Source: an optimization exercise on an open RTL-to-GDS flow (aim: small area). Production flows keep margins and buffers that such runs may drop.
The RTL was checked by simulation tests, not by an equivalence proof against the original design.
Power and IR drop assume default switching activity.

P:
Design ALU, start of the top module:
module ALU(A, B, OP_SELECT, OUT, clk);
	input  [31:0] A, B;
	input  [3:0]  OP_SELECT;
	input         clk;
	output [63:0] OUT;
	localparam DEPTH = 35;
	reg [31:0] a, b;
	reg [3:0]  op;
	always @(posedge clk) begin
		a  <= A;
		b  <= B;
		op <= OP_SELECT;
	end
	wire [63:0] x1, y1;
	wire        d1;
	alu_stage1 s1(.a(a), .b(b), .op(op), .x(x1), .y(y1), .drop(d1));
	reg [63:0] x2, y2;
	reg        d2;
	reg [3:0]  op2;
	always @(posedge clk) begin
		x2  <= x1;
		y2  <= y1;
		d2  <= d1;
		op2 <= op;
	end
	wire [63:0] res;
	alu_stage2 s2(.x(x2), .y(y2), .drop(d2), .op(op2), .res(res));
	reg [64*DEPTH-1:0] pipe;
	always @(posedge clk)
		pipe <= {pipe[64*(DEPTH-1)-1:0], res};
	assign OUT = pipe[64*DEPTH-1:64*(DEPTH-1)];
endmodule
clock: 6.0 ns
lec_check: 0
abc_area: 1
cap_margin: 20
core_margin: 2
core_utilization: 64
slew_margin: 20
standard.sh (not shown) runs the stock make flow with config.mk's settings and CLKGATE_MAP_FILE= SYNTH_SCRIPT=/design/flow/synth_recipe.tcl, a recipe that flattens the netlist after the stock synthesis.
==> flow/flow/run.sh <==
#!/bin/bash
# The standard layout (standard.sh, unchanged synthesis), with two
# changes to how the layout is made:
#  - clock tree synthesis adds no dummy loads and clusters up to 24 sinks
#    per leaf buffer, so the clock tree uses fewer buffers;
#  - the port buffers are buf_2 cells instead of the resizer's pick.
# standard.sh's full output goes to standard.log in this folder; ORFS's own
# per-step logs are under orfs/logs/.
set -euo pipefail
export CTS_ARGS="-sink_clustering_enable -repair_clock_nets -dont_use_dummy_load -sink_clustering_size 24 -sink_clustering_max_diameter 100"
export BUFFER_PORTS_ARGS="-buffer_cell sky130_fd_sc_hd__buf_2"
bash standard.sh > standard.log 2>&1
--- input diff P..Q ---
==> flow/run.sh (new file) <==
#!/bin/bash
# synth_recipe.tcl (not shown) runs the flow's synth.tcl, then flattens the netlist and writes it again
# the make line also repeats each setting of config.mk as NAME=value (left out here)
make -C /OpenROAD-flow-scripts/flow DESIGN_CONFIG=/design/flow/config.mk WORK_HOME=/design/flow/orfs CLKGATE_MAP_FILE= SYNTH_SCRIPT=/design/flow/synth_recipe.tcl finish
diff --git a/flow/config.mk b/flow/config.mk
--- a/flow/config.mk
+++ b/flow/config.mk
@@ -10,3 +10,5 @@
 export CORE_MARGIN = 2
-export CORE_UTILIZATION = 64
+export CORE_UTILIZATION = 65
+export CTS_CLUSTER_DIAMETER = 100
+export CTS_CLUSTER_SIZE = 24
 export SLEW_MARGIN = 20
removed: flow/flow/run.sh
removed: flow/standard.sh
Results
Q ends up with lower final critical delay including setup and external delays than P does. Global-route usage: Q and P compared, lower one is P. met2 layer usage reported by global route for Q is higher than for P. In the floorplan summary, Q is listed with a die area less than that of P. Of the two values seen for destination of the critical timing path, y2[38] was produced by P and y2[32] by Q. P and Q ended up with roughly the same CTS clock-pin slew for the worst setup and hold paths. Summary: total design power, Q worse than P. Q leaves more setup margin than P. Portion of the clock cycle consumed by the worst path in the final layout, Q and P: smaller value in Q.
> inputs changed (Q -> R)
==> flow/flow/run.sh (new file) <==
#!/bin/bash
# The standard layout (standard.sh, unchanged synthesis), with two
# changes to how the layout is made:
#  - clock tree synthesis adds no dummy loads and clusters up to 24 sinks
#    per leaf buffer, so the clock tree uses fewer buffers;
#  - the port buffers are buf_2 cells instead of the resizer's pick.
# standard.sh's full output goes to standard.log in this folder; ORFS's own
# per-step logs are under orfs/logs/.
set -euo pipefail
export CTS_ARGS="-sink_clustering_enable -repair_clock_nets -dont_use_dummy_load -sink_clustering_size 24 -sink_clustering_max_diameter 100"
export BUFFER_PORTS_ARGS="-buffer_cell sky130_fd_sc_hd__buf_2"
bash standard.sh > standard.log 2>&1
==> flow/standard.sh (new file) <==
#!/bin/bash
# synth_recipe.tcl (not shown) runs the flow's synth.tcl, then flattens the netlist and writes it again
# the make line also repeats each setting of config.mk as NAME=value (left out here)
make -C /OpenROAD-flow-scripts/flow DESIGN_CONFIG=/design/flow/config.mk WORK_HOME=/design/flow/orfs CLKGATE_MAP_FILE= SYNTH_SCRIPT=/design/flow/synth_recipe.tcl "${@:-finish}"
diff --git a/flow/config.mk b/flow/config.mk
--- a/flow/config.mk
+++ b/flow/config.mk
@@ -11,4 +11,2 @@
 export CORE_UTILIZATION = 65
-export CTS_CLUSTER_DIAMETER = 100
-export CTS_CLUSTER_SIZE = 24
 export SLEW_MARGIN = 20
removed: flow/run.sh
[summary]
Although R finished all stages, its layout failed final checks on antenna violations.
Capturing instance or port of the critical path = y2[32]: Q; capturing instance or port of the critical path = y2[36]: R
For sequential cell area, R and Q come out practically identical.
Non-filler instance count after layout delta (Q -> R): insignificant
Per the comparison of R with Q, area growth from synthesis to layout went down 1.1 points; part of the power in the clock network moved down.
Startpoint of the most critical setup path = op[3]: R; startpoint of the most critical setup path = b[15]: Q

[separate check: timing with driven ports]
In the flow no input, the clock included, has a driving cell. The finished layouts below were timed again as built, in two steps. Step 1 sets driving cells, clkbuf_16 on the clock port and buf_2 on the other inputs (assumed; they add their load-dependent delay and slew). Step 2 adds t to the input delays and takes it off the output delays; t is the mean of the earliest and latest rising clock arrival at the registers after step 1. Input paths then give back, and output paths get back, about the clock's delay inside the block. Three values: ideal ports, drivers, drivers and shift; two values: the first two.
run | t (ns) | setup WS [ns] | hold WS [ns] | clock arrival spread, ns | worst slew at a driven data input, ns
P | 0.787 | 0.246 / 0.246 / 0.246 | 0.242 / 0.242 / 0.242 | 0.151 / 0.150 | 0.06
Q | 0.843 | 0.275 / 0.275 / 0.275 | 0.306 / 0.306 / 0.306 | 0.044 / 0.044 | 0.07
R | 0.801 | 0.221 / 0.221 / 0.221 | 0.280 / 0.280 / 0.280 | 0.102 / 0.102 | 0.07
